Source: an optimization exercise on an open RTL-to-GDS flow (aim: small area, a short achievable clock period and few clock cycles). Production flows keep margins and buffers that such runs may drop.
No functional check of the RTL was part of any run shown here.
Power figures rest on the tool's default switching activity, not on a simulated workload.

==> flow/design.v (outline; a module is shown in full before it is edited, if it fits) <==
// module fa1: 4 lines
// module ha1: 4 lines
// module mul_step: 520 lines
// module aoi222: 3 lines
// module nand2x: 3 lines
// module nand4x: 3 lines
// module nand3x: 3 lines
// module nor3x: 3 lines
// module rmux31: 13 lines
// module reg_file: 35 lines
// module pg_cell: 4 lines
// module gp_black: 4 lines
// module gp_gray: 3 lines
// module xor_cell: 3 lines
// module mux2i_cell: 3 lines
// module oreg: 4 lines
// module and2_cell: 3 lines
// module andn_cell: 3 lines
// module nor3_cell: 3 lines
// module nor3b_cell: 3 lines
// module and3b_cell: 3 lines
// module or2_cell: 3 lines
// module inv_cell: 3 lines
// module eq18: 79 lines
// module region_logic: 17 lines
// module nor2_cell: 3 lines
// module nand2_cell: 3 lines
// module eq32: 26 lines
// module add32: 340 lines
// module mips: 203 lines
module mips(
	input clk, arst_n,
	input [31:0] instr, mem_read_data,
	output [31:0] current_inst, alu_out, mem_write_data,
	output mem_write
);
  // ...
==> flow/flow/run.sh <==
#!/bin/bash
# The standard ORFS flow (the standard.sh) with these changes to how the
# layout is made:
#  - timing repair is asked to leave a setup margin, so that the tools keep
#    improving paths that already meet the design's period;
#  - the port buffers are plain buffers;
#  - clock tree synthesis uses larger sink clusters and no dummy loads.
# Each step's output goes to a log of its own.
set -euo pipefail
MARGIN=${MARGIN:-16.4}
CTS="-sink_clustering_enable -repair_clock_nets -sink_clustering_size 28 -sink_clustering_max_diameter 75 -dont_use_dummy_load"
bash standard.sh synth > log_synth.txt 2>&1
for t in floorplan place cts route finish; do
  bash standard.sh SETUP_SLACK_MARGIN=$MARGIN "BUFFER_PORTS_ARGS=-buffer_cell sky130_fd_sc_hd__buf_1" "CTS_ARGS=$CTS" $t > log_$t.txt 2>&1
done
==> flow/standard.sh <==
#!/bin/bash
# synth_recipe.tcl (not shown) runs the flow's synth.tcl, then flattens the netlist and writes it again
# the make line also repeats each setting of config.mk as NAME=value (left out here)
make -C /OpenROAD-flow-scripts/flow DESIGN_CONFIG=/design/flow/config.mk WORK_HOME=/design/flow/orfs CLKGATE_MAP_FILE= SYNTH_SCRIPT=/design/flow/synth_recipe.tcl "${@:-finish}"
==> flow/config.mk <==
export PLATFORM = sky130hd
export DESIGN_NAME = mips
export DESIGN_NICKNAME = mips
export VERILOG_FILES = /design/flow/design.v
export SDC_FILE = /design/flow/constraint.sdc
export NUM_CORES = 8
export LEC_CHECK = 0
export CAP_MARGIN = 20
export CORE_MARGIN = 2
export CORE_UTILIZATION = 55
export SLEW_MARGIN = 20
export SYNTH_HIERARCHICAL = 1
==> flow/constraint.sdc <==
create_clock -name core_clock -period 22.0 [get_ports {clk}]
set_input_delay 4.4000 -clock core_clock [delete_from_list [all_inputs] [get_ports {clk}]]
set_output_delay 4.4000 -clock core_clock [all_outputs]
set_load 0.01 [all_outputs]
==> impl_metrics.prom, run 1 <==
# TYPE chip_impl_metric gauge
chip_impl_metric{name="grtUsageMet3",unit=""} 0.142
chip_impl_info{name="rsz_0062_raised_after_global_routing",value="true"} 1
chip_impl_metric{name="hold_ws",unit="ps"} 521
chip_impl_info{name="outcome",value="timing/DRC/antenna clean"} 1
chip_impl_info{name="critical_path.startpoint",value="rs_lo[6]"} 1
chip_impl_metric{name="avgSynthCellArea",unit="um2"} 13.5
chip_impl_metric{name="layout.non_clock_buffers",unit=""} 315
chip_impl_metric{name="areaGrowthSynthToFinish",unit="%"} 8.25
chip_impl_metric{name="core.rowCount",unit=""} 129
chip_impl_metric{name="drive_above_1_share",unit=""} 0.0979
chip_impl_metric{name="fill_cells",unit=""} 9877
chip_impl_metric{name="pre_repair_dr_iteration_count",unit=""} 15
chip_impl_info{name="cts_root_buf",value="sky130_fd_sc_hd__clkbuf_16"} 1
chip_impl_metric{name="critPathRequiredTime",unit="ps"} 22400
chip_impl_metric{name="initial_antenna_violation_count",unit=""} 18
chip_impl_metric{name="non_clock_buffer_area_share",unit=""} 0.0259
chip_impl_metric{name="dr_wl_met3",unit="um"} 37400
chip_impl_metric{name="post_route_drc_violation_count",unit=""} 0
chip_impl_metric{name="holdBufCountCts",unit=""} 0
chip_impl_metric{name="wl",unit="um"} 257000
chip_impl_metric{name="p_int",unit="W"} 0.00456
chip_impl_metric{name="dp_slack",unit="ps"} 15830
chip_impl_metric{name="postPlaceCellArea",unit="um2"} 71400
chip_impl_metric{name="slack_of_the_worst_reg_to_reg_path",unit="ps"} 16320
chip_impl_metric{name="global_route_wire_length_before_repair",unit="um"} 356000
chip_impl_metric{name="dr_total_vias",unit=""} 50700
chip_impl_metric{name="dr_wl_met2",unit="um"} 110000
chip_impl_metric{name="synth_area",unit="um2"} 68000
chip_impl_info{name="power_top_consumer",value="sequential cells"} 1
chip_impl_metric{name="chipWidth",unit="um"} 356
chip_impl_metric{name="clock_buffer_count",unit=""} 78
chip_impl_metric{name="dieArea",unit="um2"} 126000
chip_impl_metric{name="period_needed",unit="ps"} 5680
chip_impl_metric{name="seq_cell_power",unit="W"} 0.00332
chip_impl_metric{name="switching_share_of_power",unit=""} 0.347
chip_impl_metric{name="globalRoute.totalOverflow",unit=""} 0
chip_impl_metric{name="post_cts_resize_count",unit=""} 75
chip_impl_metric{name="power.combinational.total",unit="W"} 0.00223
chip_impl_metric{name="worst_clock_skew",unit="ps"} 118
==> module mips, before the edit <==
module mips(
	input clk, arst_n,
	input [31:0] instr, mem_read_data,
	output [31:0] current_inst, alu_out, mem_write_data,
	output mem_write
);
	reg  [31:2] pc_f;
	wire [31:2] pc_f4 = pc_f + 30'd1;
	wire f_j = (instr[31:26] == 6'b000010);
	wire [31:2] pc_o;
	assign current_inst = {pc_o, 2'b00};
	reg        v_d;
	reg [31:0] ir;
	reg [3:0]  rs_hi, rt_hi;
	reg [7:0]  rs_lo, rt_lo;
	wire [5:0] op = ir[31:26];
	wire [4:0] rs = ir[25:21], rt = ir[20:16], rd = ir[15:11];
	wire [5:0] fn = ir[5:0];
	wire d_r    = v_d & (op == 6'h00);
	wire d_addi = v_d & (op == 6'h08);
	wire d_lw   = v_d & (op == 6'h23);
	wire d_sw   = v_d & (op == 6'h2b);
	wire d_beq  = v_d & (op == 6'h04);
	wire f_sub  = (fn == 6'h22);
	wire f_slt  = (fn == 6'h2a);
	wire f_mul  = (fn == 6'h1c);
	wire [4:0] dst = d_r ? rd : rt;
	wire d_wr   = (d_r | d_addi | d_lw) & (dst != 5'd0);
	wire use_rs = d_r | d_addi | d_lw | d_sw | d_beq;
	wire use_rt = d_r | d_sw | d_beq;
	reg        we_m, ld_m, st_m, mul_m;
	reg        sub_m, slt_m;	 
	reg [1:0]  mstep;
	reg [23:0] acc_s, acc_c;
	reg        acc_ci;
	reg [4:0]  rd_m;
	reg [31:0] res_m, sd_m;
	wire [31:0] rf_an, rf_bn;
	wire [31:0] wb;
	wire mul_busy = mul_m & (mstep != 2'd3);
	wire wb_en = we_m & ~mul_busy;
	reg_file reg_file(.clk(clk), .we(wb_en), .hi1(rs_hi), .lo1(rs_lo), .hi2(rt_hi), .lo2(rt_lo), .a3(rd_m), .wd(wb), .rd1_n(rf_an), .rd2_n(rf_bn));
	wire hit_a = we_m & (rd_m == rs);
	wire hit_b = we_m & (rd_m == rt);
	wire [31:0] dres;	 
	wire [31:0] a = hit_a ? dres : ~rf_an;
	wire [31:0] b = hit_b ? dres : ~rf_bn;
	wire d_mul = d_r & f_mul;
	wire ld_a = ld_m & hit_a;
	wire ld_b = ld_m & hit_b;
	wire stall = mul_busy |
	             (mul_m & ((use_rs & hit_a) | (use_rt & hit_b))) |
	             (ld_a & (d_lw | d_sw | d_beq)) | (ld_b & d_beq);
	wire [31:0] imm = {{16{ir[15]}}, ir[15:0]};
	wire [31:0] agu;
	wire        agu_co;
	add32 agu_add(.a(a), .b(imm), .cin(1'b0), .s(agu), .co(agu_co));
	wire eq;
	eq32 beq_cmp(.a(a), .b(b), .eq(eq));
	reg pred_d;
	wire br_ok = d_beq & ~stall & ~pred_d;
	wire redirect = br_ok & eq;
	wire redirect_lo, redirect_hi;
	and2_cell rdl(.a(br_ok), .b(eq), .y(redirect_lo));
	and2_cell rdh(.a(br_ok), .b(eq), .y(redirect_hi));
	reg       jf_v, fold_d;
	reg [9:2] jf_j, jf_tgt;
	wire jf_hit = jf_v & (pc_f4[9:2] == jf_j);
	wire j_hi3, j_lo3;
	nor3_cell jd1(.a(instr[31]), .b(instr[30]), .c(instr[29]), .y(j_hi3));
	nor3b_cell jd2(.a(instr[28]), .b(instr[26]), .cn(instr[27]), .y(j_lo3));
	wire j_mid, j_same, jf_learn, jf_v_n, ub_v_n;
	eq18 jsm(.a(instr[25:8]), .b(pc_f[27:10]), .eq(j_mid));
	and2_cell jsa(.a(j_mid), .b(pc_f4[31:28] == pc_f[31:28]), .y(j_same));
	wire [31:2] d_next = {pc_f[31:10], fold_d ? jf_j : pc_f[9:2]};
	wire [31:2] pc_tgt = d_next + {{14{ir[15]}}, ir[15:0]};
	reg       ub_v;
	reg [9:2] ub_key, ub_tgt;
	wire ub_hit = ub_v & (pc_f[9:2] == ub_key);
	wire fold = jf_hit & ~f_j & ~ub_hit;
	wire ub_load = d_beq & ~pred_d & (rs == 5'd0) & (rt == 5'd0) & ~stall;
	wire tgt_same = (pc_tgt[31:10] == pc_f[31:10]);
	region_logic rgl(.j_hi3(j_hi3), .j_lo3(j_lo3), .j_same(j_same), .lrn_ok(pc_f[9:2] != 8'd0),
		.stall(stall), .redirect(redirect), .rc_red(~tgt_same),
		.seq_cross(pc_f[9:2] == 8'hff), .jf_v(jf_v), .ub_v(ub_v),
		.ub_load(ub_load), .ub_ok(tgt_same & (d_next[9:2] != 8'd0)),
		.jf_load(jf_learn), .jf_v_n(jf_v_n), .ub_v_n(ub_v_n));
	wire [31:2] pc_a = ub_hit ? {pc_f[31:10], ub_tgt} :
	                   jf_hit ? {pc_f[31:10], jf_tgt} : pc_f4;
	wire [31:2] pc_b = stall ? pc_f : pc_a;
	wire [31:2] pc_j = {pc_f4[31:28], instr[25:0]};
	wire sel_j_lo, sel_j_hi;
	and3b_cell sjl(.an(stall), .b(j_hi3), .c(j_lo3), .y(sel_j_lo));
	and3b_cell sjh(.an(stall), .b(j_hi3), .c(j_lo3), .y(sel_j_hi));
	wire [31:2] pcn_c, pc_next;
	wire [31:2] pcn_tgt = ~pc_tgt;
	genvar gi;
	generate for (gi = 2; gi < 32; gi = gi + 1) begin : gpc
		mux2i_cell mj(.a(pc_b[gi]), .b(pc_j[gi]), .s(gi < 17 ? sel_j_lo : sel_j_hi), .y(pcn_c[gi]));
		mux2i_cell mr(.a(pcn_c[gi]), .b(pcn_tgt[gi]), .s(gi < 10 ? redirect_lo : redirect_hi), .y(pc_next[gi]));
	end endgenerate
	wire [7:0]  pbyte;
	wire        pcout;
	wire [23:0] nacc_s, nacc_c;
	mul_step mul_step(.a(res_m), .b(sd_m[7:0]), .s(acc_s), .c(acc_c), .cin(acc_ci),
		.p(pbyte), .cout(pcout), .s_next(nacc_s), .c_next(nacc_c));
	wire [31:0] mprod = {pbyte, sd_m[31:8]};
	wire [31:0] msum;
	wire        mcout;
	add32 alu_add(.a(res_m), .b(sd_m), .cin(sub_m), .s(msum), .co(mcout));
	assign dres = slt_m ? {31'd0, ~mcout} : msum;
	wire [31:0] wb_alu = mul_m ? mprod : dres;
	assign wb = ld_m ? mem_read_data : wb_alu;
	wire d_sub = d_r & (f_sub | f_slt);
	wire [31:0] sd_next = mul_busy ? mprod : d_addi ? imm : (ld_b ? mem_read_data : b) ^ {32{d_sub}};
	wire [31:0] res_next = (d_lw | d_sw) ? agu : ld_a ? mem_read_data : a;
	oreg #(32) ao_r(.clk(clk), .d(res_next), .q(alu_out));
	oreg #(32) sd_r(.clk(clk), .d(sd_next), .q(mem_write_data));
	oreg #(30) pc_r(.clk(clk), .d(pc_next & {30{arst_n}}), .q(pc_o));
	assign mem_write = st_m;
	always @(posedge clk or negedge arst_n) begin
		if (!arst_n) begin
			pc_f <= 30'd0;
			v_d <= 1'b0;
			we_m <= 1'b0;
			ld_m <= 1'b0;
			st_m <= 1'b0;
			mul_m <= 1'b0;
			mstep <= 2'd0;
		end else begin
			pc_f <= pc_next;
			if (!stall)
				v_d <= ~redirect;
			if (mul_busy) begin
				mstep <= mstep + 2'd1;
			end else if (stall) begin
				we_m <= 1'b0;
				ld_m <= 1'b0;
				st_m <= 1'b0;
				mul_m <= 1'b0;
			end else begin
				we_m <= d_wr;
				ld_m <= d_lw;
				st_m <= d_sw;
				mul_m <= d_mul & (dst != 5'd0);
				mstep <= 2'd0;
			end
		end
	end
	always @(posedge clk or negedge arst_n) begin
		if (!arst_n)
			jf_v <= 1'b0;
		else
			jf_v <= jf_v_n;
	end
	always @(posedge clk or negedge arst_n) begin
		if (!arst_n)
			ub_v <= 1'b0;
		else
			ub_v <= ub_v_n;
	end
	always @(posedge clk) begin
		if (ub_load) begin
			ub_key <= d_next[9:2] - 8'd1;
			ub_tgt <= pc_tgt[9:2];
		end
	end
	always @(posedge clk) begin
		if (jf_learn) begin
			jf_j <= pc_f[9:2];
			jf_tgt <= instr[7:0];
		end
	end
	always @(posedge clk) begin
		if (mul_busy) begin
			acc_s <= nacc_s;
			acc_c <= nacc_c;
			acc_ci <= pcout;
		end else begin
			acc_s <= 24'd0;
			acc_c <= 24'd0;
			acc_ci <= 1'b0;
		end
	end
	always @(posedge clk) begin
		if (!stall) begin
			ir <= instr;
			rs_hi <= 4'd1 << instr[25:24];
			rs_lo <= 8'd1 << instr[23:21];
			rt_hi <= 4'd1 << instr[20:19];
			rt_lo <= 8'd1 << instr[18:16];
			pred_d <= ub_hit;
			fold_d <= fold;
		end
		sd_m <= sd_next;
		if (!mul_busy) begin
			res_m <= res_next;
			rd_m <= dst;
			sub_m <= d_sub;
			slt_m <= d_r & f_slt;
		end
	end
endmodule
==> run 2, diff against run 1 <==
--- a/flow/design.v
+++ b/flow/design.v
@@ -593,6 +593,10 @@
 	assign g = a & b;
 	assign p = a ^ b;
 endmodule
+module pgn_cell(input an, b, output g, p);
+	assign g = ~an & b;
+	assign p = ~(an ^ b);
+endmodule
 module gp_black(input g1, p1, g0, p0, output g, p);
 	assign g = g1 | (p1 & g0);
 	assign p = p1 & p0;
@@ -1099,6 +1103,346 @@
   xor_cell sx31(.a(p0[32]), .b(k5_31_g), .y(s[31]));
   assign co = k6_32_g;
 endmodule
+module add32n(input [31:0] an, b, input cin, output [31:0] s, output co);
+  wire [32:0] g0, p0;
+  assign g0[0] = cin;
+  assign p0[0] = 1'b0;
+  pgn_cell pg0(.an(an[0]), .b(b[0]), .g(g0[1]), .p(p0[1]));
+  pgn_cell pg1(.an(an[1]), .b(b[1]), .g(g0[2]), .p(p0[2]));
+  pgn_cell pg2(.an(an[2]), .b(b[2]), .g(g0[3]), .p(p0[3]));
+  pgn_cell pg3(.an(an[3]), .b(b[3]), .g(g0[4]), .p(p0[4]));
+  pgn_cell pg4(.an(an[4]), .b(b[4]), .g(g0[5]), .p(p0[5]));
+  pgn_cell pg5(.an(an[5]), .b(b[5]), .g(g0[6]), .p(p0[6]));
+  pgn_cell pg6(.an(an[6]), .b(b[6]), .g(g0[7]), .p(p0[7]));
+  pgn_cell pg7(.an(an[7]), .b(b[7]), .g(g0[8]), .p(p0[8]));
+  pgn_cell pg8(.an(an[8]), .b(b[8]), .g(g0[9]), .p(p0[9]));
+  pgn_cell pg9(.an(an[9]), .b(b[9]), .g(g0[10]), .p(p0[10]));
+  pgn_cell pg10(.an(an[10]), .b(b[10]), .g(g0[11]), .p(p0[11]));
+  pgn_cell pg11(.an(an[11]), .b(b[11]), .g(g0[12]), .p(p0[12]));
+  pgn_cell pg12(.an(an[12]), .b(b[12]), .g(g0[13]), .p(p0[13]));
+  pgn_cell pg13(.an(an[13]), .b(b[13]), .g(g0[14]), .p(p0[14]));
+  pgn_cell pg14(.an(an[14]), .b(b[14]), .g(g0[15]), .p(p0[15]));
+  pgn_cell pg15(.an(an[15]), .b(b[15]), .g(g0[16]), .p(p0[16]));
+  pgn_cell pg16(.an(an[16]), .b(b[16]), .g(g0[17]), .p(p0[17]));
+  pgn_cell pg17(.an(an[17]), .b(b[17]), .g(g0[18]), .p(p0[18]));
+  pgn_cell pg18(.an(an[18]), .b(b[18]), .g(g0[19]), .p(p0[19]));
+  pgn_cell pg19(.an(an[19]), .b(b[19]), .g(g0[20]), .p(p0[20]));
+  pgn_cell pg20(.an(an[20]), .b(b[20]), .g(g0[21]), .p(p0[21]));
+  pgn_cell pg21(.an(an[21]), .b(b[21]), .g(g0[22]), .p(p0[22]));
+  pgn_cell pg22(.an(an[22]), .b(b[22]), .g(g0[23]), .p(p0[23]));
+  pgn_cell pg23(.an(an[23]), .b(b[23]), .g(g0[24]), .p(p0[24]));
+  pgn_cell pg24(.an(an[24]), .b(b[24]), .g(g0[25]), .p(p0[25]));
+  pgn_cell pg25(.an(an[25]), .b(b[25]), .g(g0[26]), .p(p0[26]));
+  pgn_cell pg26(.an(an[26]), .b(b[26]), .g(g0[27]), .p(p0[27]));
+  pgn_cell pg27(.an(an[27]), .b(b[27]), .g(g0[28]), .p(p0[28]));
+  pgn_cell pg28(.an(an[28]), .b(b[28]), .g(g0[29]), .p(p0[29]));
+  pgn_cell pg29(.an(an[29]), .b(b[29]), .g(g0[30]), .p(p0[30]));
+  pgn_cell pg30(.an(an[30]), .b(b[30]), .g(g0[31]), .p(p0[31]));
+  pgn_cell pg31(.an(an[31]), .b(b[31]), .g(g0[32]), .p(p0[32]));
+  wire k1_1_g;
+  gp_gray ck1_1(.g1(g0[1]), .p1(p0[1]), .g0(g0[0]), .g(k1_1_g));
+  wire k1_2_g, k1_2_p;
+  gp_black ck1_2(.g1(g0[2]), .p1(p0[2]), .g0(g0[1]), .p0(p0[1]), .g(k1_2_g), .p(k1_2_p));
+  wire k1_3_g, k1_3_p;
+  gp_black ck1_3(.g1(g0[3]), .p1(p0[3]), .g0(g0[2]), .p0(p0[2]), .g(k1_3_g), .p(k1_3_p));
+  wire k1_4_g, k1_4_p;
+  gp_black ck1_4(.g1(g0[4]), .p1(p0[4]), .g0(g0[3]), .p0(p0[3]), .g(k1_4_g), .p(k1_4_p));
+  wire k1_5_g, k1_5_p;
+  gp_black ck1_5(.g1(g0[5]), .p1(p0[5]), .g0(g0[4]), .p0(p0[4]), .g(k1_5_g), .p(k1_5_p));
+  wire k1_6_g, k1_6_p;
+  gp_black ck1_6(.g1(g0[6]), .p1(p0[6]), .g0(g0[5]), .p0(p0[5]), .g(k1_6_g), .p(k1_6_p));
+  wire k1_7_g, k1_7_p;
+  gp_black ck1_7(.g1(g0[7]), .p1(p0[7]), .g0(g0[6]), .p0(p0[6]), .g(k1_7_g), .p(k1_7_p));
+  wire k1_8_g, k1_8_p;
+  gp_black ck1_8(.g1(g0[8]), .p1(p0[8]), .g0(g0[7]), .p0(p0[7]), .g(k1_8_g), .p(k1_8_p));
+  wire k1_9_g, k1_9_p;
+  gp_black ck1_9(.g1(g0[9]), .p1(p0[9]), .g0(g0[8]), .p0(p0[8]), .g(k1_9_g), .p(k1_9_p));
+  wire k1_10_g, k1_10_p;
+  gp_black ck1_10(.g1(g0[10]), .p1(p0[10]), .g0(g0[9]), .p0(p0[9]), .g(k1_10_g), .p(k1_10_p));
+  wire k1_11_g, k1_11_p;
+  gp_black ck1_11(.g1(g0[11]), .p1(p0[11]), .g0(g0[10]), .p0(p0[10]), .g(k1_11_g), .p(k1_11_p));
+  wire k1_12_g, k1_12_p;
+  gp_black ck1_12(.g1(g0[12]), .p1(p0[12]), .g0(g0[11]), .p0(p0[11]), .g(k1_12_g), .p(k1_12_p));
+  wire k1_13_g, k1_13_p;
+  gp_black ck1_13(.g1(g0[13]), .p1(p0[13]), .g0(g0[12]), .p0(p0[12]), .g(k1_13_g), .p(k1_13_p));
+  wire k1_14_g, k1_14_p;
+  gp_black ck1_14(.g1(g0[14]), .p1(p0[14]), .g0(g0[13]), .p0(p0[13]), .g(k1_14_g), .p(k1_14_p));
+  wire k1_15_g, k1_15_p;
+  gp_black ck1_15(.g1(g0[15]), .p1(p0[15]), .g0(g0[14]), .p0(p0[14]), .g(k1_15_g), .p(k1_15_p));
+  wire k1_16_g, k1_16_p;
+  gp_black ck1_16(.g1(g0[16]), .p1(p0[16]), .g0(g0[15]), .p0(p0[15]), .g(k1_16_g), .p(k1_16_p));
+  wire k1_17_g, k1_17_p;
+  gp_black ck1_17(.g1(g0[17]), .p1(p0[17]), .g0(g0[16]), .p0(p0[16]), .g(k1_17_g), .p(k1_17_p));
+  wire k1_18_g, k1_18_p;
+  gp_black ck1_18(.g1(g0[18]), .p1(p0[18]), .g0(g0[17]), .p0(p0[17]), .g(k1_18_g), .p(k1_18_p));
+  wire k1_19_g, k1_19_p;
+  gp_black ck1_19(.g1(g0[19]), .p1(p0[19]), .g0(g0[18]), .p0(p0[18]), .g(k1_19_g), .p(k1_19_p));
+  wire k1_20_g, k1_20_p;
+  gp_black ck1_20(.g1(g0[20]), .p1(p0[20]), .g0(g0[19]), .p0(p0[19]), .g(k1_20_g), .p(k1_20_p));
+  wire k1_21_g, k1_21_p;
+  gp_black ck1_21(.g1(g0[21]), .p1(p0[21]), .g0(g0[20]), .p0(p0[20]), .g(k1_21_g), .p(k1_21_p));
+  wire k1_22_g, k1_22_p;
+  gp_black ck1_22(.g1(g0[22]), .p1(p0[22]), .g0(g0[21]), .p0(p0[21]), .g(k1_22_g), .p(k1_22_p));
+  wire k1_23_g, k1_23_p;
+  gp_black ck1_23(.g1(g0[23]), .p1(p0[23]), .g0(g0[22]), .p0(p0[22]), .g(k1_23_g), .p(k1_23_p));
+  wire k1_24_g, k1_24_p;
+  gp_black ck1_24(.g1(g0[24]), .p1(p0[24]), .g0(g0[23]), .p0(p0[23]), .g(k1_24_g), .p(k1_24_p));
+  wire k1_25_g, k1_25_p;
+  gp_black ck1_25(.g1(g0[25]), .p1(p0[25]), .g0(g0[24]), .p0(p0[24]), .g(k1_25_g), .p(k1_25_p));
+  wire k1_26_g, k1_26_p;
+  gp_black ck1_26(.g1(g0[26]), .p1(p0[26]), .g0(g0[25]), .p0(p0[25]), .g(k1_26_g), .p(k1_26_p));
+  wire k1_27_g, k1_27_p;
+  gp_black ck1_27(.g1(g0[27]), .p1(p0[27]), .g0(g0[26]), .p0(p0[26]), .g(k1_27_g), .p(k1_27_p));
+  wire k1_28_g, k1_28_p;
+  gp_black ck1_28(.g1(g0[28]), .p1(p0[28]), .g0(g0[27]), .p0(p0[27]), .g(k1_28_g), .p(k1_28_p));
+  wire k1_29_g, k1_29_p;
+  gp_black ck1_29(.g1(g0[29]), .p1(p0[29]), .g0(g0[28]), .p0(p0[28]), .g(k1_29_g), .p(k1_29_p));
+  wire k1_30_g, k1_30_p;
+  gp_black ck1_30(.g1(g0[30]), .p1(p0[30]), .g0(g0[29]), .p0(p0[29]), .g(k1_30_g), .p(k1_30_p));
+  wire k1_31_g, k1_31_p;
+  gp_black ck1_31(.g1(g0[31]), .p1(p0[31]), .g0(g0[30]), .p0(p0[30]), .g(k1_31_g), .p(k1_31_p));
+  wire k1_32_g, k1_32_p;
+  gp_black ck1_32(.g1(g0[32]), .p1(p0[32]), .g0(g0[31]), .p0(p0[31]), .g(k1_32_g), .p(k1_32_p));
+  wire k2_2_g;
+  gp_gray ck2_2(.g1(k1_2_g), .p1(k1_2_p), .g0(g0[0]), .g(k2_2_g));
+  wire k2_3_g;
+  gp_gray ck2_3(.g1(k1_3_g), .p1(k1_3_p), .g0(k1_1_g), .g(k2_3_g));
+  wire k2_4_g, k2_4_p;
+  gp_black ck2_4(.g1(k1_4_g), .p1(k1_4_p), .g0(k1_2_g), .p0(k1_2_p), .g(k2_4_g), .p(k2_4_p));
+  wire k2_5_g, k2_5_p;
+  gp_black ck2_5(.g1(k1_5_g), .p1(k1_5_p), .g0(k1_3_g), .p0(k1_3_p), .g(k2_5_g), .p(k2_5_p));
+  wire k2_6_g, k2_6_p;
+  gp_black ck2_6(.g1(k1_6_g), .p1(k1_6_p), .g0(k1_4_g), .p0(k1_4_p), .g(k2_6_g), .p(k2_6_p));
+  wire k2_7_g, k2_7_p;
+  gp_black ck2_7(.g1(k1_7_g), .p1(k1_7_p), .g0(k1_5_g), .p0(k1_5_p), .g(k2_7_g), .p(k2_7_p));
+  wire k2_8_g, k2_8_p;
+  gp_black ck2_8(.g1(k1_8_g), .p1(k1_8_p), .g0(k1_6_g), .p0(k1_6_p), .g(k2_8_g), .p(k2_8_p));
+  wire k2_9_g, k2_9_p;
+  gp_black ck2_9(.g1(k1_9_g), .p1(k1_9_p), .g0(k1_7_g), .p0(k1_7_p), .g(k2_9_g), .p(k2_9_p));
+  wire k2_10_g, k2_10_p;
+  gp_black ck2_10(.g1(k1_10_g), .p1(k1_10_p), .g0(k1_8_g), .p0(k1_8_p), .g(k2_10_g), .p(k2_10_p));
+  wire k2_11_g, k2_11_p;
+  gp_black ck2_11(.g1(k1_11_g), .p1(k1_11_p), .g0(k1_9_g), .p0(k1_9_p), .g(k2_11_g), .p(k2_11_p));
+  wire k2_12_g, k2_12_p;
+  gp_black ck2_12(.g1(k1_12_g), .p1(k1_12_p), .g0(k1_10_g), .p0(k1_10_p), .g(k2_12_g), .p(k2_12_p));
+  wire k2_13_g, k2_13_p;
+  gp_black ck2_13(.g1(k1_13_g), .p1(k1_13_p), .g0(k1_11_g), .p0(k1_11_p), .g(k2_13_g), .p(k2_13_p));
+  wire k2_14_g, k2_14_p;
+  gp_black ck2_14(.g1(k1_14_g), .p1(k1_14_p), .g0(k1_12_g), .p0(k1_12_p), .g(k2_14_g), .p(k2_14_p));
+  wire k2_15_g, k2_15_p;
+  gp_black ck2_15(.g1(k1_15_g), .p1(k1_15_p), .g0(k1_13_g), .p0(k1_13_p), .g(k2_15_g), .p(k2_15_p));
+  wire k2_16_g, k2_16_p;
+  gp_black ck2_16(.g1(k1_16_g), .p1(k1_16_p), .g0(k1_14_g), .p0(k1_14_p), .g(k2_16_g), .p(k2_16_p));
+  wire k2_17_g, k2_17_p;
+  gp_black ck2_17(.g1(k1_17_g), .p1(k1_17_p), .g0(k1_15_g), .p0(k1_15_p), .g(k2_17_g), .p(k2_17_p));
+  wire k2_18_g, k2_18_p;
+  gp_black ck2_18(.g1(k1_18_g), .p1(k1_18_p), .g0(k1_16_g), .p0(k1_16_p), .g(k2_18_g), .p(k2_18_p));
+  wire k2_19_g, k2_19_p;
+  gp_black ck2_19(.g1(k1_19_g), .p1(k1_19_p), .g0(k1_17_g), .p0(k1_17_p), .g(k2_19_g), .p(k2_19_p));
+  wire k2_20_g, k2_20_p;
+  gp_black ck2_20(.g1(k1_20_g), .p1(k1_20_p), .g0(k1_18_g), .p0(k1_18_p), .g(k2_20_g), .p(k2_20_p));
+  wire k2_21_g, k2_21_p;
+  gp_black ck2_21(.g1(k1_21_g), .p1(k1_21_p), .g0(k1_19_g), .p0(k1_19_p), .g(k2_21_g), .p(k2_21_p));
+  wire k2_22_g, k2_22_p;
+  gp_black ck2_22(.g1(k1_22_g), .p1(k1_22_p), .g0(k1_20_g), .p0(k1_20_p), .g(k2_22_g), .p(k2_22_p));
+  wire k2_23_g, k2_23_p;
+  gp_black ck2_23(.g1(k1_23_g), .p1(k1_23_p), .g0(k1_21_g), .p0(k1_21_p), .g(k2_23_g), .p(k2_23_p));
+  wire k2_24_g, k2_24_p;
+  gp_black ck2_24(.g1(k1_24_g), .p1(k1_24_p), .g0(k1_22_g), .p0(k1_22_p), .g(k2_24_g), .p(k2_24_p));
+  wire k2_25_g, k2_25_p;
+  gp_black ck2_25(.g1(k1_25_g), .p1(k1_25_p), .g0(k1_23_g), .p0(k1_23_p), .g(k2_25_g), .p(k2_25_p));
+  wire k2_26_g, k2_26_p;
+  gp_black ck2_26(.g1(k1_26_g), .p1(k1_26_p), .g0(k1_24_g), .p0(k1_24_p), .g(k2_26_g), .p(k2_26_p));
+  wire k2_27_g, k2_27_p;
+  gp_black ck2_27(.g1(k1_27_g), .p1(k1_27_p), .g0(k1_25_g), .p0(k1_25_p), .g(k2_27_g), .p(k2_27_p));
+  wire k2_28_g, k2_28_p;
+  gp_black ck2_28(.g1(k1_28_g), .p1(k1_28_p), .g0(k1_26_g), .p0(k1_26_p), .g(k2_28_g), .p(k2_28_p));
+  wire k2_29_g, k2_29_p;
+  gp_black ck2_29(.g1(k1_29_g), .p1(k1_29_p), .g0(k1_27_g), .p0(k1_27_p), .g(k2_29_g), .p(k2_29_p));
+  wire k2_30_g, k2_30_p;
+  gp_black ck2_30(.g1(k1_30_g), .p1(k1_30_p), .g0(k1_28_g), .p0(k1_28_p), .g(k2_30_g), .p(k2_30_p));
+  wire k2_31_g, k2_31_p;
+  gp_black ck2_31(.g1(k1_31_g), .p1(k1_31_p), .g0(k1_29_g), .p0(k1_29_p), .g(k2_31_g), .p(k2_31_p));
+  wire k2_32_g, k2_32_p;
+  gp_black ck2_32(.g1(k1_32_g), .p1(k1_32_p), .g0(k1_30_g), .p0(k1_30_p), .g(k2_32_g), .p(k2_32_p));
+  wire k3_4_g;
+  gp_gray ck3_4(.g1(k2_4_g), .p1(k2_4_p), .g0(g0[0]), .g(k3_4_g));
+  wire k3_5_g;
+  gp_gray ck3_5(.g1(k2_5_g), .p1(k2_5_p), .g0(k1_1_g), .g(k3_5_g));
+  wire k3_6_g;
+  gp_gray ck3_6(.g1(k2_6_g), .p1(k2_6_p), .g0(k2_2_g), .g(k3_6_g));
+  wire k3_7_g;
+  gp_gray ck3_7(.g1(k2_7_g), .p1(k2_7_p), .g0(k2_3_g), .g(k3_7_g));
+  wire k3_8_g, k3_8_p;
+  gp_black ck3_8(.g1(k2_8_g), .p1(k2_8_p), .g0(k2_4_g), .p0(k2_4_p), .g(k3_8_g), .p(k3_8_p));
+  wire k3_9_g, k3_9_p;
+  gp_black ck3_9(.g1(k2_9_g), .p1(k2_9_p), .g0(k2_5_g), .p0(k2_5_p), .g(k3_9_g), .p(k3_9_p));
+  wire k3_10_g, k3_10_p;
+  gp_black ck3_10(.g1(k2_10_g), .p1(k2_10_p), .g0(k2_6_g), .p0(k2_6_p), .g(k3_10_g), .p(k3_10_p));
+  wire k3_11_g, k3_11_p;
+  gp_black ck3_11(.g1(k2_11_g), .p1(k2_11_p), .g0(k2_7_g), .p0(k2_7_p), .g(k3_11_g), .p(k3_11_p));
+  wire k3_12_g, k3_12_p;
+  gp_black ck3_12(.g1(k2_12_g), .p1(k2_12_p), .g0(k2_8_g), .p0(k2_8_p), .g(k3_12_g), .p(k3_12_p));
+  wire k3_13_g, k3_13_p;
+  gp_black ck3_13(.g1(k2_13_g), .p1(k2_13_p), .g0(k2_9_g), .p0(k2_9_p), .g(k3_13_g), .p(k3_13_p));
+  wire k3_14_g, k3_14_p;
+  gp_black ck3_14(.g1(k2_14_g), .p1(k2_14_p), .g0(k2_10_g), .p0(k2_10_p), .g(k3_14_g), .p(k3_14_p));
+  wire k3_15_g, k3_15_p;
+  gp_black ck3_15(.g1(k2_15_g), .p1(k2_15_p), .g0(k2_11_g), .p0(k2_11_p), .g(k3_15_g), .p(k3_15_p));
+  wire k3_16_g, k3_16_p;
+  gp_black ck3_16(.g1(k2_16_g), .p1(k2_16_p), .g0(k2_12_g), .p0(k2_12_p), .g(k3_16_g), .p(k3_16_p));
+  wire k3_17_g, k3_17_p;
+  gp_black ck3_17(.g1(k2_17_g), .p1(k2_17_p), .g0(k2_13_g), .p0(k2_13_p), .g(k3_17_g), .p(k3_17_p));
+  wire k3_18_g, k3_18_p;
+  gp_black ck3_18(.g1(k2_18_g), .p1(k2_18_p), .g0(k2_14_g), .p0(k2_14_p), .g(k3_18_g), .p(k3_18_p));
+  wire k3_19_g, k3_19_p;
+  gp_black ck3_19(.g1(k2_19_g), .p1(k2_19_p), .g0(k2_15_g), .p0(k2_15_p), .g(k3_19_g), .p(k3_19_p));
+  wire k3_20_g, k3_20_p;
+  gp_black ck3_20(.g1(k2_20_g), .p1(k2_20_p), .g0(k2_16_g), .p0(k2_16_p), .g(k3_20_g), .p(k3_20_p));
+  wire k3_21_g, k3_21_p;
+  gp_black ck3_21(.g1(k2_21_g), .p1(k2_21_p), .g0(k2_17_g), .p0(k2_17_p), .g(k3_21_g), .p(k3_21_p));
+  wire k3_22_g, k3_22_p;
+  gp_black ck3_22(.g1(k2_22_g), .p1(k2_22_p), .g0(k2_18_g), .p0(k2_18_p), .g(k3_22_g), .p(k3_22_p));
+  wire k3_23_g, k3_23_p;
+  gp_black ck3_23(.g1(k2_23_g), .p1(k2_23_p), .g0(k2_19_g), .p0(k2_19_p), .g(k3_23_g), .p(k3_23_p));
+  wire k3_24_g, k3_24_p;
+  gp_black ck3_24(.g1(k2_24_g), .p1(k2_24_p), .g0(k2_20_g), .p0(k2_20_p), .g(k3_24_g), .p(k3_24_p));
+  wire k3_25_g, k3_25_p;
+  gp_black ck3_25(.g1(k2_25_g), .p1(k2_25_p), .g0(k2_21_g), .p0(k2_21_p), .g(k3_25_g), .p(k3_25_p));
+  wire k3_26_g, k3_26_p;
+  gp_black ck3_26(.g1(k2_26_g), .p1(k2_26_p), .g0(k2_22_g), .p0(k2_22_p), .g(k3_26_g), .p(k3_26_p));
+  wire k3_27_g, k3_27_p;
+  gp_black ck3_27(.g1(k2_27_g), .p1(k2_27_p), .g0(k2_23_g), .p0(k2_23_p), .g(k3_27_g), .p(k3_27_p));
+  wire k3_28_g, k3_28_p;
+  gp_black ck3_28(.g1(k2_28_g), .p1(k2_28_p), .g0(k2_24_g), .p0(k2_24_p), .g(k3_28_g), .p(k3_28_p));
+  wire k3_29_g, k3_29_p;
+  gp_black ck3_29(.g1(k2_29_g), .p1(k2_29_p), .g0(k2_25_g), .p0(k2_25_p), .g(k3_29_g), .p(k3_29_p));
+  wire k3_30_g, k3_30_p;
+  gp_black ck3_30(.g1(k2_30_g), .p1(k2_30_p), .g0(k2_26_g), .p0(k2_26_p), .g(k3_30_g), .p(k3_30_p));
+  wire k3_31_g, k3_31_p;
+  gp_black ck3_31(.g1(k2_31_g), .p1(k2_31_p), .g0(k2_27_g), .p0(k2_27_p), .g(k3_31_g), .p(k3_31_p));
+  wire k3_32_g, k3_32_p;
+  gp_black ck3_32(.g1(k2_32_g), .p1(k2_32_p), .g0(k2_28_g), .p0(k2_28_p), .g(k3_32_g), .p(k3_32_p));
+  wire k4_8_g;
+  gp_gray ck4_8(.g1(k3_8_g), .p1(k3_8_p), .g0(g0[0]), .g(k4_8_g));
+  wire k4_9_g;
+  gp_gray ck4_9(.g1(k3_9_g), .p1(k3_9_p), .g0(k1_1_g), .g(k4_9_g));
+  wire k4_10_g;
+  gp_gray ck4_10(.g1(k3_10_g), .p1(k3_10_p), .g0(k2_2_g), .g(k4_10_g));
+  wire k4_11_g;
+  gp_gray ck4_11(.g1(k3_11_g), .p1(k3_11_p), .g0(k2_3_g), .g(k4_11_g));
+  wire k4_12_g;
+  gp_gray ck4_12(.g1(k3_12_g), .p1(k3_12_p), .g0(k3_4_g), .g(k4_12_g));
+  wire k4_13_g;
+  gp_gray ck4_13(.g1(k3_13_g), .p1(k3_13_p), .g0(k3_5_g), .g(k4_13_g));
+  wire k4_14_g;
+  gp_gray ck4_14(.g1(k3_14_g), .p1(k3_14_p), .g0(k3_6_g), .g(k4_14_g));
+  wire k4_15_g;
+  gp_gray ck4_15(.g1(k3_15_g), .p1(k3_15_p), .g0(k3_7_g), .g(k4_15_g));
+  wire k4_16_g, k4_16_p;
+  gp_black ck4_16(.g1(k3_16_g), .p1(k3_16_p), .g0(k3_8_g), .p0(k3_8_p), .g(k4_16_g), .p(k4_16_p));
+  wire k4_17_g, k4_17_p;
+  gp_black ck4_17(.g1(k3_17_g), .p1(k3_17_p), .g0(k3_9_g), .p0(k3_9_p), .g(k4_17_g), .p(k4_17_p));
+  wire k4_18_g, k4_18_p;
+  gp_black ck4_18(.g1(k3_18_g), .p1(k3_18_p), .g0(k3_10_g), .p0(k3_10_p), .g(k4_18_g), .p(k4_18_p));
+  wire k4_19_g, k4_19_p;
+  gp_black ck4_19(.g1(k3_19_g), .p1(k3_19_p), .g0(k3_11_g), .p0(k3_11_p), .g(k4_19_g), .p(k4_19_p));
+  wire k4_20_g, k4_20_p;
+  gp_black ck4_20(.g1(k3_20_g), .p1(k3_20_p), .g0(k3_12_g), .p0(k3_12_p), .g(k4_20_g), .p(k4_20_p));
+  wire k4_21_g, k4_21_p;
+  gp_black ck4_21(.g1(k3_21_g), .p1(k3_21_p), .g0(k3_13_g), .p0(k3_13_p), .g(k4_21_g), .p(k4_21_p));
+  wire k4_22_g, k4_22_p;
+  gp_black ck4_22(.g1(k3_22_g), .p1(k3_22_p), .g0(k3_14_g), .p0(k3_14_p), .g(k4_22_g), .p(k4_22_p));
+  wire k4_23_g, k4_23_p;
+  gp_black ck4_23(.g1(k3_23_g), .p1(k3_23_p), .g0(k3_15_g), .p0(k3_15_p), .g(k4_23_g), .p(k4_23_p));
+  wire k4_24_g, k4_24_p;
+  gp_black ck4_24(.g1(k3_24_g), .p1(k3_24_p), .g0(k3_16_g), .p0(k3_16_p), .g(k4_24_g), .p(k4_24_p));
+  wire k4_25_g, k4_25_p;
+  gp_black ck4_25(.g1(k3_25_g), .p1(k3_25_p), .g0(k3_17_g), .p0(k3_17_p), .g(k4_25_g), .p(k4_25_p));
+  wire k4_26_g, k4_26_p;
+  gp_black ck4_26(.g1(k3_26_g), .p1(k3_26_p), .g0(k3_18_g), .p0(k3_18_p), .g(k4_26_g), .p(k4_26_p));
+  wire k4_27_g, k4_27_p;
+  gp_black ck4_27(.g1(k3_27_g), .p1(k3_27_p), .g0(k3_19_g), .p0(k3_19_p), .g(k4_27_g), .p(k4_27_p));
+  wire k4_28_g, k4_28_p;
+  gp_black ck4_28(.g1(k3_28_g), .p1(k3_28_p), .g0(k3_20_g), .p0(k3_20_p), .g(k4_28_g), .p(k4_28_p));
+  wire k4_29_g, k4_29_p;
+  gp_black ck4_29(.g1(k3_29_g), .p1(k3_29_p), .g0(k3_21_g), .p0(k3_21_p), .g(k4_29_g), .p(k4_29_p));
+  wire k4_30_g, k4_30_p;
+  gp_black ck4_30(.g1(k3_30_g), .p1(k3_30_p), .g0(k3_22_g), .p0(k3_22_p), .g(k4_30_g), .p(k4_30_p));
+  wire k4_31_g, k4_31_p;
+  gp_black ck4_31(.g1(k3_31_g), .p1(k3_31_p), .g0(k3_23_g), .p0(k3_23_p), .g(k4_31_g), .p(k4_31_p));
+  wire k4_32_g, k4_32_p;
+  gp_black ck4_32(.g1(k3_32_g), .p1(k3_32_p), .g0(k3_24_g), .p0(k3_24_p), .g(k4_32_g), .p(k4_32_p));
+  wire k5_16_g;
+  gp_gray ck5_16(.g1(k4_16_g), .p1(k4_16_p), .g0(g0[0]), .g(k5_16_g));
+  wire k5_17_g;
+  gp_gray ck5_17(.g1(k4_17_g), .p1(k4_17_p), .g0(k1_1_g), .g(k5_17_g));
+  wire k5_18_g;
+  gp_gray ck5_18(.g1(k4_18_g), .p1(k4_18_p), .g0(k2_2_g), .g(k5_18_g));
+  wire k5_19_g;
+  gp_gray ck5_19(.g1(k4_19_g), .p1(k4_19_p), .g0(k2_3_g), .g(k5_19_g));
+  wire k5_20_g;
+  gp_gray ck5_20(.g1(k4_20_g), .p1(k4_20_p), .g0(k3_4_g), .g(k5_20_g));
+  wire k5_21_g;
+  gp_gray ck5_21(.g1(k4_21_g), .p1(k4_21_p), .g0(k3_5_g), .g(k5_21_g));
+  wire k5_22_g;
+  gp_gray ck5_22(.g1(k4_22_g), .p1(k4_22_p), .g0(k3_6_g), .g(k5_22_g));
+  wire k5_23_g;
+  gp_gray ck5_23(.g1(k4_23_g), .p1(k4_23_p), .g0(k3_7_g), .g(k5_23_g));
+  wire k5_24_g;
+  gp_gray ck5_24(.g1(k4_24_g), .p1(k4_24_p), .g0(k4_8_g), .g(k5_24_g));
+  wire k5_25_g;
+  gp_gray ck5_25(.g1(k4_25_g), .p1(k4_25_p), .g0(k4_9_g), .g(k5_25_g));
+  wire k5_26_g;
+  gp_gray ck5_26(.g1(k4_26_g), .p1(k4_26_p), .g0(k4_10_g), .g(k5_26_g));
+  wire k5_27_g;
+  gp_gray ck5_27(.g1(k4_27_g), .p1(k4_27_p), .g0(k4_11_g), .g(k5_27_g));
+  wire k5_28_g;
+  gp_gray ck5_28(.g1(k4_28_g), .p1(k4_28_p), .g0(k4_12_g), .g(k5_28_g));
+  wire k5_29_g;
+  gp_gray ck5_29(.g1(k4_29_g), .p1(k4_29_p), .g0(k4_13_g), .g(k5_29_g));
+  wire k5_30_g;
+  gp_gray ck5_30(.g1(k4_30_g), .p1(k4_30_p), .g0(k4_14_g), .g(k5_30_g));
+  wire k5_31_g;
+  gp_gray ck5_31(.g1(k4_31_g), .p1(k4_31_p), .g0(k4_15_g), .g(k5_31_g));
+  wire k5_32_g, k5_32_p;
+  gp_black ck5_32(.g1(k4_32_g), .p1(k4_32_p), .g0(k4_16_g), .p0(k4_16_p), .g(k5_32_g), .p(k5_32_p));
+  wire k6_32_g;
+  gp_gray ck6_32(.g1(k5_32_g), .p1(k5_32_p), .g0(g0[0]), .g(k6_32_g));
+  xor_cell sx0(.a(p0[1]), .b(g0[0]), .y(s[0]));
+  xor_cell sx1(.a(p0[2]), .b(k1_1_g), .y(s[1]));
+  xor_cell sx2(.a(p0[3]), .b(k2_2_g), .y(s[2]));
+  xor_cell sx3(.a(p0[4]), .b(k2_3_g), .y(s[3]));
+  xor_cell sx4(.a(p0[5]), .b(k3_4_g), .y(s[4]));
+  xor_cell sx5(.a(p0[6]), .b(k3_5_g), .y(s[5]));
+  xor_cell sx6(.a(p0[7]), .b(k3_6_g), .y(s[6]));
+  xor_cell sx7(.a(p0[8]), .b(k3_7_g), .y(s[7]));
+  xor_cell sx8(.a(p0[9]), .b(k4_8_g), .y(s[8]));
+  xor_cell sx9(.a(p0[10]), .b(k4_9_g), .y(s[9]));
+  xor_cell sx10(.a(p0[11]), .b(k4_10_g), .y(s[10]));
+  xor_cell sx11(.a(p0[12]), .b(k4_11_g), .y(s[11]));
+  xor_cell sx12(.a(p0[13]), .b(k4_12_g), .y(s[12]));
+  xor_cell sx13(.a(p0[14]), .b(k4_13_g), .y(s[13]));
+  xor_cell sx14(.a(p0[15]), .b(k4_14_g), .y(s[14]));
+  xor_cell sx15(.a(p0[16]), .b(k4_15_g), .y(s[15]));
+  xor_cell sx16(.a(p0[17]), .b(k5_16_g), .y(s[16]));
+  xor_cell sx17(.a(p0[18]), .b(k5_17_g), .y(s[17]));
+  xor_cell sx18(.a(p0[19]), .b(k5_18_g), .y(s[18]));
+  xor_cell sx19(.a(p0[20]), .b(k5_19_g), .y(s[19]));
+  xor_cell sx20(.a(p0[21]), .b(k5_20_g), .y(s[20]));
+  xor_cell sx21(.a(p0[22]), .b(k5_21_g), .y(s[21]));
+  xor_cell sx22(.a(p0[23]), .b(k5_22_g), .y(s[22]));
+  xor_cell sx23(.a(p0[24]), .b(k5_23_g), .y(s[23]));
+  xor_cell sx24(.a(p0[25]), .b(k5_24_g), .y(s[24]));
+  xor_cell sx25(.a(p0[26]), .b(k5_25_g), .y(s[25]));
+  xor_cell sx26(.a(p0[27]), .b(k5_26_g), .y(s[26]));
+  xor_cell sx27(.a(p0[28]), .b(k5_27_g), .y(s[27]));
+  xor_cell sx28(.a(p0[29]), .b(k5_28_g), .y(s[28]));
+  xor_cell sx29(.a(p0[30]), .b(k5_29_g), .y(s[29]));
+  xor_cell sx30(.a(p0[31]), .b(k5_30_g), .y(s[30]));
+  xor_cell sx31(.a(p0[32]), .b(k5_31_g), .y(s[31]));
+  assign co = k6_32_g;
+endmodule
 module mips(
 	input clk, arst_n,
 	input [31:0] instr, mem_read_data,
@@ -1151,11 +1495,11 @@
 	wire ld_b = ld_m & hit_b;
 	wire stall = mul_busy |
 	             (mul_m & ((use_rs & hit_a) | (use_rt & hit_b))) |
-	             (ld_a & (d_lw | d_sw | d_beq)) | (ld_b & d_beq);
+	             (hit_a & (d_lw | d_sw)) | (ld_a & d_beq) | (ld_b & d_beq);
 	wire [31:0] imm = {{16{ir[15]}}, ir[15:0]};
 	wire [31:0] agu;
 	wire        agu_co;
-	add32 agu_add(.a(a), .b(imm), .cin(1'b0), .s(agu), .co(agu_co));
+	add32n agu_add(.an(rf_an), .b(imm), .cin(1'b0), .s(agu), .co(agu_co));
 	wire eq;
 	eq32 beq_cmp(.a(a), .b(b), .eq(eq));
 	reg pred_d;
--- a/flow/flow/run.sh
+++ b/flow/flow/run.sh
@@ -11,5 +11,5 @@
 CTS="-sink_clustering_enable -repair_clock_nets -sink_clustering_size 28 -sink_clustering_max_diameter 75 -dont_use_dummy_load"
 bash standard.sh synth > log_synth.txt 2>&1
 for t in floorplan place cts route finish; do
-  bash standard.sh SETUP_SLACK_MARGIN=$MARGIN "BUFFER_PORTS_ARGS=-buffer_cell sky130_fd_sc_hd__buf_1" "CTS_ARGS=$CTS" $t > log_$t.txt 2>&1
+  bash standard.sh SETUP_SLACK_MARGIN=$MARGIN "BUFFER_PORTS_ARGS=-buffer_cell sky130_fd_sc_hd__buf_2" "CTS_ARGS=$CTS" $t > log_$t.txt 2>&1
 done
==> impl_metrics.prom, run 2 <==
# TYPE chip_impl_metric gauge
chip_impl_info{name="outcome",value="timing/DRC/antenna clean"} 1
chip_impl_metric{name="cts.reportedPaths.clkPinSlew",unit="ps"} 40
chip_impl_metric{name="fin_util",unit=""} 0.600
chip_impl_metric{name="period_needed",unit="ps"} 5660
chip_impl_metric{name="maxSlewViolCount",unit=""} 0
chip_impl_metric{name="r2r.worst_path.cells",unit=""} 16
chip_impl_metric{name="avgSynthCellArea",unit="um2"} 13.4
chip_impl_info{name="timing.critical_path.cells",value="buf_2"} 1
chip_impl_metric{name="first_drt_iteration_drcs",unit=""} 10800
chip_impl_info{name="critPathKind",value="reg2out"} 1
chip_impl_metric{name="htree_num_levels",unit=""} 3
chip_impl_info{name="critPathCaptureType",value="output port"} 1
chip_impl_metric{name="power.density",unit="nW/um2"} 94.6
chip_impl_metric{name="final_cell_area",unit="um2"} 74000
chip_impl_info{name="hold-path-endpoint",value="mstep[1]"} 1
chip_impl_metric{name="post_drt_wl_per_cell",unit="um"} 36.9
chip_impl_metric{name="clk-insertion-delay-late",unit="ps"} 750
chip_impl_metric{name="worst-slew-pin-transition",unit="ps"} 1140
chip_impl_info{name="max_flop_register",value="reg_file.rh"} 1
chip_impl_metric{name="buffers_on_ports",unit=""} 160
chip_impl_metric{name="first_global_vias",unit=""} 50100
chip_impl_metric{name="core.rowCount",unit=""} 129
chip_impl_info{name="regToRegEndpoint",value="pc_r.q[10]"} 1
chip_impl_metric{name="switching_share_of_power",unit=""} 0.344
chip_impl_metric{name="dp_slack",unit="ps"} 15990
chip_impl_metric{name="post_route_drc_violation_count",unit=""} 0
chip_impl_metric{name="globalRoute.totalOverflow",unit=""} 0
chip_impl_info{name="cts_root_buf",value="sky130_fd_sc_hd__clkbuf_16"} 1
chip_impl_info{name="cts_tree",value="yes"} 1
chip_impl_metric{name="synth_area",unit="um2"} 68100
chip_impl_metric{name="clock_sink_count",unit=""} 1335
chip_impl_metric{name="max_clock_freq",unit="MHz"} 177
chip_impl_metric{name="largest_net_degree_at_the_start_of_global_routing",unit=""} 72
chip_impl_info{name="layout.cells.most_common_list",value="sky130_fd_sc_hd__edfxtp_1 (1121), sky130_fd_sc_hd__a222oi_1 (640), sky130_fd_sc_hd__and2_1 (591), sky130_fd_sc_hd__nand2_1 (300), sky130_fd_sc_hd__a21o_1 (291)"} 1
chip_impl_info{name="critical_path_startpoint_category",value="register"} 1
chip_impl_metric{name="p_seq_frac",unit=""} 0.475
chip_impl_info{name="hold_path_class",value="reg2reg"} 1
chip_impl_metric{name="irDropWorstVdd",unit="mV"} 0.120
chip_impl_metric{name="dp_hpwl",unit="um"} 160000
chip_impl_metric{name="pre_repair_dr_iteration_count",unit=""} 15
chip_impl_metric{name="postSynthCellCount",unit=""} 5075
chip_impl_info{name="worst_path_dominant_cell_family",value="flip-flops"} 1
chip_impl_metric{name="vias_per_cell",unit=""} 7.30
chip_impl_metric{name="critPathRequiredTime",unit="ps"} 17600
chip_impl_metric{name="setup_violations",unit=""} 0
chip_impl_metric{name="power.share.clock",unit=""} 0.212
chip_impl_metric{name="critical_path_peak_fanout",unit=""} 2
chip_impl_metric{name="global_route_wire_length_before_repair",unit="um"} 359000
chip_impl_metric{name="track_usage",unit=""} 0.398
chip_impl_metric{name="chipWidth",unit="um"} 356
chip_impl_metric{name="placer_congestion_estimate",unit=""} 0.966
chip_impl_metric{name="setup_slack",unit="ps"} 16340
chip_impl_metric{name="final_power",unit="W"} 0.00700
chip_impl_metric{name="timing_hold_violations_final",unit=""} 0
chip_impl_metric{name="dieArea",unit="um2"} 127000
chip_impl_metric{name="final_antenna_net_count",unit=""} 0
chip_impl_metric{name="areaGrowthSynthToFinish",unit="%"} 8.56
chip_impl_metric{name="relSlewSlack",unit=""} 0.237
chip_impl_info{name="r2r-start",value="rt_hi[1]"} 1
chip_impl_metric{name="comb_power_share",unit=""} 0.313
chip_impl_metric{name="final.period_utilization",unit=""} 0.257
chip_impl_metric{name="initial_antenna_violation_count",unit=""} 18
chip_impl_info{name="slowest_stage",value="sky130_fd_sc_hd__dfrtp_1"} 1
chip_impl_metric{name="p_sw",unit="W"} 0.00241
chip_impl_metric{name="core_region_area",unit="um2"} 123000
chip_impl_metric{name="worstHoldPathCells",unit=""} 2
chip_impl_metric{name="p_int",unit="W"} 0.00459
chip_impl_metric{name="cts_setup_buffers",unit=""} 0
chip_impl_info{name="layout.cells.most_common",value="sky130_fd_sc_hd__edfxtp_1"} 1
chip_impl_metric{name="floorplan.die.height",unit="um"} 356
chip_impl_metric{name="worst_path_largest_cell_delay",unit="ps"} 420
chip_impl_metric{name="fin_nets",unit=""} 5698
chip_impl_metric{name="wl",unit="um"} 257000
chip_impl_metric{name="largest_register_ffs",unit=""} 512
chip_impl_metric{name="p_leak",unit="nW"} 28.4
chip_impl_metric{name="dr_total_vias",unit=""} 50700
chip_impl_metric{name="finalSetupTns",unit="ps"} 0
chip_impl_metric{name="maxCapViolations",unit=""} 0
chip_impl_metric{name="maximum_clock_insertion_buffer_count",unit=""} 3
chip_impl_metric{name="synthesis.yosys.warnings",unit=""} 10
chip_impl_metric{name="postPlaceCellArea",unit="um2"} 71700
chip_impl_metric{name="start_util",unit=""} 0.552
chip_impl_metric{name="worst-path-buf-inv",unit=""} 1
chip_impl_metric{name="crit_arrival",unit="ps"} 1260
chip_impl_info{name="rsz_0062_raised_after_global_routing",value="true"} 1
chip_impl_metric{name="slack_of_the_worst_reg_to_reg_path",unit="ps"} 16450
chip_impl_metric{name="drive_above_1_share",unit=""} 0.112
chip_impl_metric{name="boundaryPins",unit=""} 163
chip_impl_metric{name="cts_inserted_buffers",unit=""} 83
chip_impl_info{name="startpoint_of_the_most_critical_hold_path",value="mstep[1]"} 1
chip_impl_metric{name="worst_clock_skew",unit="ps"} 133
-- run 2: through the flow --
step	std cells	hold slack [ps]
2_1_floorplan	5082	420
3_3_place_gp	6854	483
3_5_place_dp	6854	498
4_1_cts	6937	507
5_1_grt	6938	552
6_report	6949	503
-- run 2: repair_timing --
item	CTS	global route
gates cloned	0	0
resized for setup	49	7
pin swaps	0	3
endpoints found under the setup margin	34	48
hold buffers	0	0
-- run 2: power by group through the flow --
stage | Clock, W | Sequential (W) | Combinational (W)
final | 0.00148 | 0.00332 | 0.00219
after global routing | 0.00157 | 0.00333 | 0.00234
after CTS | 0.00149 | 0.00332 | 0.00214
after detailed placement | 0 | 0.00338 | 0.00213
after global placement | 0 | 0.00338 | 0.00212
after floorplan | 0 | 0.00333 | 0.00144
-- run 2: worst max path at each step --
| stage | start | to | slack (ps) | cells past startpoint |
|---|---|---|---|---|
| after global routing | st_m | mem_write | 16330 | 1 |
| after global placement | instr[8] | jf_v | 16020 | 11 |
| final | st_m | mem_write | 16340 | 1 |
| after floorplan | instr[26] | pc_r.q[10] | 16410 | 5 |
| after CTS | st_m | mem_write | 16290 | 1 |
| after detailed placement | instr[17] | ub_v | 15990 | 11 |
-- run 2: cell type report --
class                   count  area, um2
multi-input cells        3499      29300
repair buffers            306       2000
inverters                  78        294
well taps                1637       2050
clock buffers              83       2080
flip-flops and latches   1335      38200
diodes                     11       27.5
fillers                  9876      49400
-- run 2: layer usage --
layer / track usage / routed length (um) / up-vias / share of wire
met3: 0.126 / 36600 / 717 / 0.14
met5: 0 / 78 / - / 0.00030
met4: 0.199 / 14100 / 12 / 0.055
met1: 0.530 / 95100 / 25300 / 0.37
met2: 0.589 / 111000 / 3822 / 0.43
li1: - / - / 20900 / -
==> run 3, diff against run 2 <==
--- a/flow/design.v
+++ b/flow/design.v
@@ -614,6 +614,13 @@
 	always @(posedge clk)
 		q <= d;
 endmodule
+module oreg_r #(parameter W = 32) (input clk, arst_n, input [W-1:0] d, output reg [W-1:0] q);
+	always @(posedge clk or negedge arst_n)
+		if (!arst_n)
+			q <= {W{1'b0}};
+		else
+			q <= d;
+endmodule
 module and2_cell(input a, b, output y);
 	assign y = a & b;
 endmodule
@@ -1561,7 +1568,7 @@
 	wire [31:0] res_next = (d_lw | d_sw) ? agu : ld_a ? mem_read_data : a;
 	oreg #(32) ao_r(.clk(clk), .d(res_next), .q(alu_out));
 	oreg #(32) sd_r(.clk(clk), .d(sd_next), .q(mem_write_data));
-	oreg #(30) pc_r(.clk(clk), .d(pc_next & {30{arst_n}}), .q(pc_o));
+	assign pc_o = pc_f;
 	assign mem_write = st_m;
 	always @(posedge clk or negedge arst_n) begin
 		if (!arst_n) begin
==> impl_metrics.prom, run 3 <==
# TYPE chip_impl_metric gauge
chip_impl_metric{name="avgSynthCellArea",unit="um2"} 13.4
chip_impl_info{name="critical_path_startpoint_category",value="register"} 1
chip_impl_info{name="worst_path_dominant_cell_family",value="flip-flops"} 1
chip_impl_metric{name="finalSetupTns",unit="ps"} 0
chip_impl_metric{name="start_util",unit=""} 0.552
chip_impl_metric{name="fin_nets",unit=""} 5626
chip_impl_metric{name="clock_sink_count",unit=""} 1305
chip_impl_info{name="critPathCaptureType",value="output port"} 1
chip_impl_info{name="regToRegEndpoint",value="reg_file.rl[5][31]"} 1
chip_impl_metric{name="setup_violations",unit=""} 0
chip_impl_metric{name="maxCapViolations",unit=""} 0
chip_impl_metric{name="first_drt_iteration_drcs",unit=""} 11300
chip_impl_metric{name="period_needed",unit="ps"} 5690
chip_impl_metric{name="post_drt_wl_per_cell",unit="um"} 37.0
chip_impl_metric{name="track_usage",unit=""} 0.396
chip_impl_metric{name="switching_share_of_power",unit=""} 0.342
chip_impl_metric{name="globalRoute.totalOverflow",unit=""} 0
chip_impl_metric{name="power.share.clock",unit=""} 0.200
chip_impl_info{name="outcome",value="timing/DRC/antenna clean"} 1
chip_impl_metric{name="comb_power_share",unit=""} 0.322
chip_impl_metric{name="final.period_utilization",unit=""} 0.259
chip_impl_metric{name="chipWidth",unit="um"} 353
chip_impl_metric{name="worst_clock_skew",unit="ps"} 115
chip_impl_info{name="hold-path-endpoint",value="mstep[0]"} 1
chip_impl_metric{name="relSlewSlack",unit=""} 0.250
chip_impl_metric{name="global_route_wire_length_before_repair",unit="um"} 354000
chip_impl_metric{name="power.density",unit="nW/um2"} 92.8
chip_impl_metric{name="dieArea",unit="um2"} 125000
chip_impl_metric{name="clk-insertion-delay-late",unit="ps"} 730
chip_impl_metric{name="final_antenna_net_count",unit=""} 0
chip_impl_metric{name="placer_congestion_estimate",unit=""} 0.942
chip_impl_metric{name="wl",unit="um"} 254000
chip_impl_metric{name="slack_of_the_worst_reg_to_reg_path",unit="ps"} 16770
chip_impl_metric{name="dp_hpwl",unit="um"} 158000
chip_impl_metric{name="max_clock_freq",unit="MHz"} 176
chip_impl_metric{name="worst-path-buf-inv",unit=""} 1
chip_impl_info{name="max_flop_register",value="reg_file.rh"} 1
chip_impl_info{name="cts_root_buf",value="sky130_fd_sc_hd__clkbuf_16"} 1
chip_impl_metric{name="postSynthCellCount",unit=""} 4990
chip_impl_metric{name="post_route_drc_violation_count",unit=""} 0
chip_impl_metric{name="vias_per_cell",unit=""} 7.38
chip_impl_info{name="timing.critical_path.cells",value="buf_6"} 1
chip_impl_metric{name="largest_register_ffs",unit=""} 512
chip_impl_metric{name="maximum_clock_insertion_buffer_count",unit=""} 3
chip_impl_metric{name="critical_path_peak_fanout",unit=""} 2
chip_impl_metric{name="boundaryPins",unit=""} 163
chip_impl_metric{name="core_region_area",unit="um2"} 121000
chip_impl_metric{name="buffers_on_ports",unit=""} 160
chip_impl_metric{name="p_int",unit="W"} 0.00446
chip_impl_info{name="critPathKind",value="reg2out"} 1
chip_impl_metric{name="p_seq_frac",unit=""} 0.478
chip_impl_metric{name="dr_total_vias",unit=""} 50600
chip_impl_metric{name="largest_net_degree_at_the_start_of_global_routing",unit=""} 102
chip_impl_metric{name="cts_inserted_buffers",unit=""} 71
chip_impl_metric{name="setup_slack",unit="ps"} 16310
chip_impl_info{name="startpoint_of_the_most_critical_hold_path",value="mstep[0]"} 1
chip_impl_metric{name="p_sw",unit="W"} 0.00231
chip_impl_metric{name="worstHoldPathCells",unit=""} 1
chip_impl_metric{name="core.rowCount",unit=""} 128
chip_impl_metric{name="first_global_vias",unit=""} 49200
chip_impl_info{name="hold_path_class",value="reg2reg"} 1
chip_impl_info{name="layout.cells.most_common",value="sky130_fd_sc_hd__edfxtp_1"} 1
chip_impl_metric{name="worst-slew-pin-transition",unit="ps"} 1120
chip_impl_info{name="cts_tree",value="yes"} 1
chip_impl_metric{name="critPathRequiredTime",unit="ps"} 17600
chip_impl_info{name="r2r-start",value="res_m[5]"} 1
chip_impl_metric{name="cts.reportedPaths.clkPinSlew",unit="ps"} 100
chip_impl_info{name="layout.cells.most_common_list",value="sky130_fd_sc_hd__edfxtp_1 (1121), sky130_fd_sc_hd__a222oi_1 (640), sky130_fd_sc_hd__and2_1 (552), sky130_fd_sc_hd__nand2_1 (307), sky130_fd_sc_hd__a21o_1 (291)"} 1
chip_impl_metric{name="crit_arrival",unit="ps"} 1290
chip_impl_metric{name="worst_path_largest_cell_delay",unit="ps"} 450
chip_impl_metric{name="pre_repair_dr_iteration_count",unit=""} 13
run 3: cell types whose count changed in the layout (fill, tap and decap cells not counted), moves of 18 or more:
cell	previous run	this run
sky130_fd_sc_hd__o21ai_0	138	157
sky130_fd_sc_hd__and2_1	591	552
sky130_fd_sc_hd__dfrtp_1	37	8
sky130_fd_sc_hd__buf_4	144	170
sky130_fd_sc_hd__buf_2	148	114
sky130_fd_sc_hd__xnor2_1	78	60
sky130_fd_sc_hd__dfrtp_2	1	30
sky130_fd_sc_hd__xor2_1	175	199
sky130_fd_sc_hd__buf_6	13	46
sky130_fd_sc_hd__dfxtp_1	145	102
run 3: per-stage QoR:
stage | std cells | hold WS, ps | utilization | power, W | cell area [um2]
after floorplan | 4997 | 467 | - | 0.00469 | 67100
after global placement | 6751 | 495 | 0.580 | 0.00534 | 70400
after detailed placement | 6752 | 497 | 0.581 | 0.00535 | 70500
after CTS | 6853 | 506 | 0.600 | 0.00673 | 72900
after global routing | 6855 | 560 | 0.601 | 0.00702 | 73000
final | 6858 | 509 | 0.601 | 0.00677 | 73000
run 3: worst max-delay path by stage:
stage | slack [ps] | startpoint | to | cells past startpoint
after CTS | 16290 | pc_f[22] | current_inst[22] | 1
after global placement | 15990 | instr[26] | pc_f[6] | 5
final | 16310 | pc_f[23] | current_inst[23] | 1
after global routing | 16290 | pc_f[14] | current_inst[14] | 1
after detailed placement | 15930 | instr[26] | pc_f[6] | 5
after floorplan | 16480 | instr[26] | pc_f[10] | 4
run 3: layer usage:
metal  track usage  vias up  share of wire
met2         0.587     3900           0.43
met5       0.00151        -        0.00055
li1              -    20600              -
met4         0.185       22          0.055
met3         0.108      662           0.14
met1         0.546    25400           0.38
run 3: what timing repair did:
item                       in CTS  in global routing
buffers inserted               30                  1
gates resized for setup       119                  8
setup endpoints to repair      71                 39
gates cloned                    0                  0
hold buffers                    0                  0
run 3: power groups by stage:
stage	Sequential (W)	Clock, W	Combinational (W)
after floorplan	0.00327	0	0.00142
after global placement	0.00332	0	0.00202
after detailed placement	0.00332	0	0.00204
after CTS	0.00324	0.00136	0.00213
after global routing	0.00324	0.00144	0.00234
final	0.00324	0.00135	0.00218
run 3: final cells by class:
type | instances | area [um2] | area share
sequential | 1305 | 37700 | 0.516
multi-input combinational | 3450 | 28900 | 0.395
timing repair buffer | 330 | 2360 | 0.0324
tap | 1625 | 2030 | 0.0279
clock buffer | 71 | 1780 | 0.0243
inverter | 73 | 275 | 0.00377
antenna | 4 | 10.0 | 0.000137

## afterwards: timing with drivers on the ports
Ports are ideal in the flow. The routed layouts listed here were re-timed in OpenROAD. Step 1 sets driving cells, clkbuf_16 on the clock port and buf_2 on the other inputs (assumed; they add their load-dependent delay and slew). Step 2 also shifts input and output timing later by t, the mid clock arrival at the registers, as if the neighbouring blocks saw the same clock. a / b / c = no drivers / after step 1 / after step 2; a / b = the first two.
| run | shift t [ns] | setup WS [ns] | hold slack, ns | worst data-port slew with drivers (ns) |
|---|---|---|---|---|
| run 1 | 0.756 | 16.323 / 16.275 / 15.735 | 0.521 / 0.521 / 0.521 | 0.15 |
| run 2 | 0.761 | 16.343 / 16.265 / 15.910 | 0.503 / 0.503 / 0.503 | 0.21 |
| run 3 | 0.751 | 16.312 / 16.233 / 15.895 | 0.509 / 0.509 / 0.509 | 0.17 |
After both steps setup and hold are still met in every run listed. For run 1, which loses most, drivers alone change the setup slack by -0.048 ns; drivers and shift together by -0.588 ns.
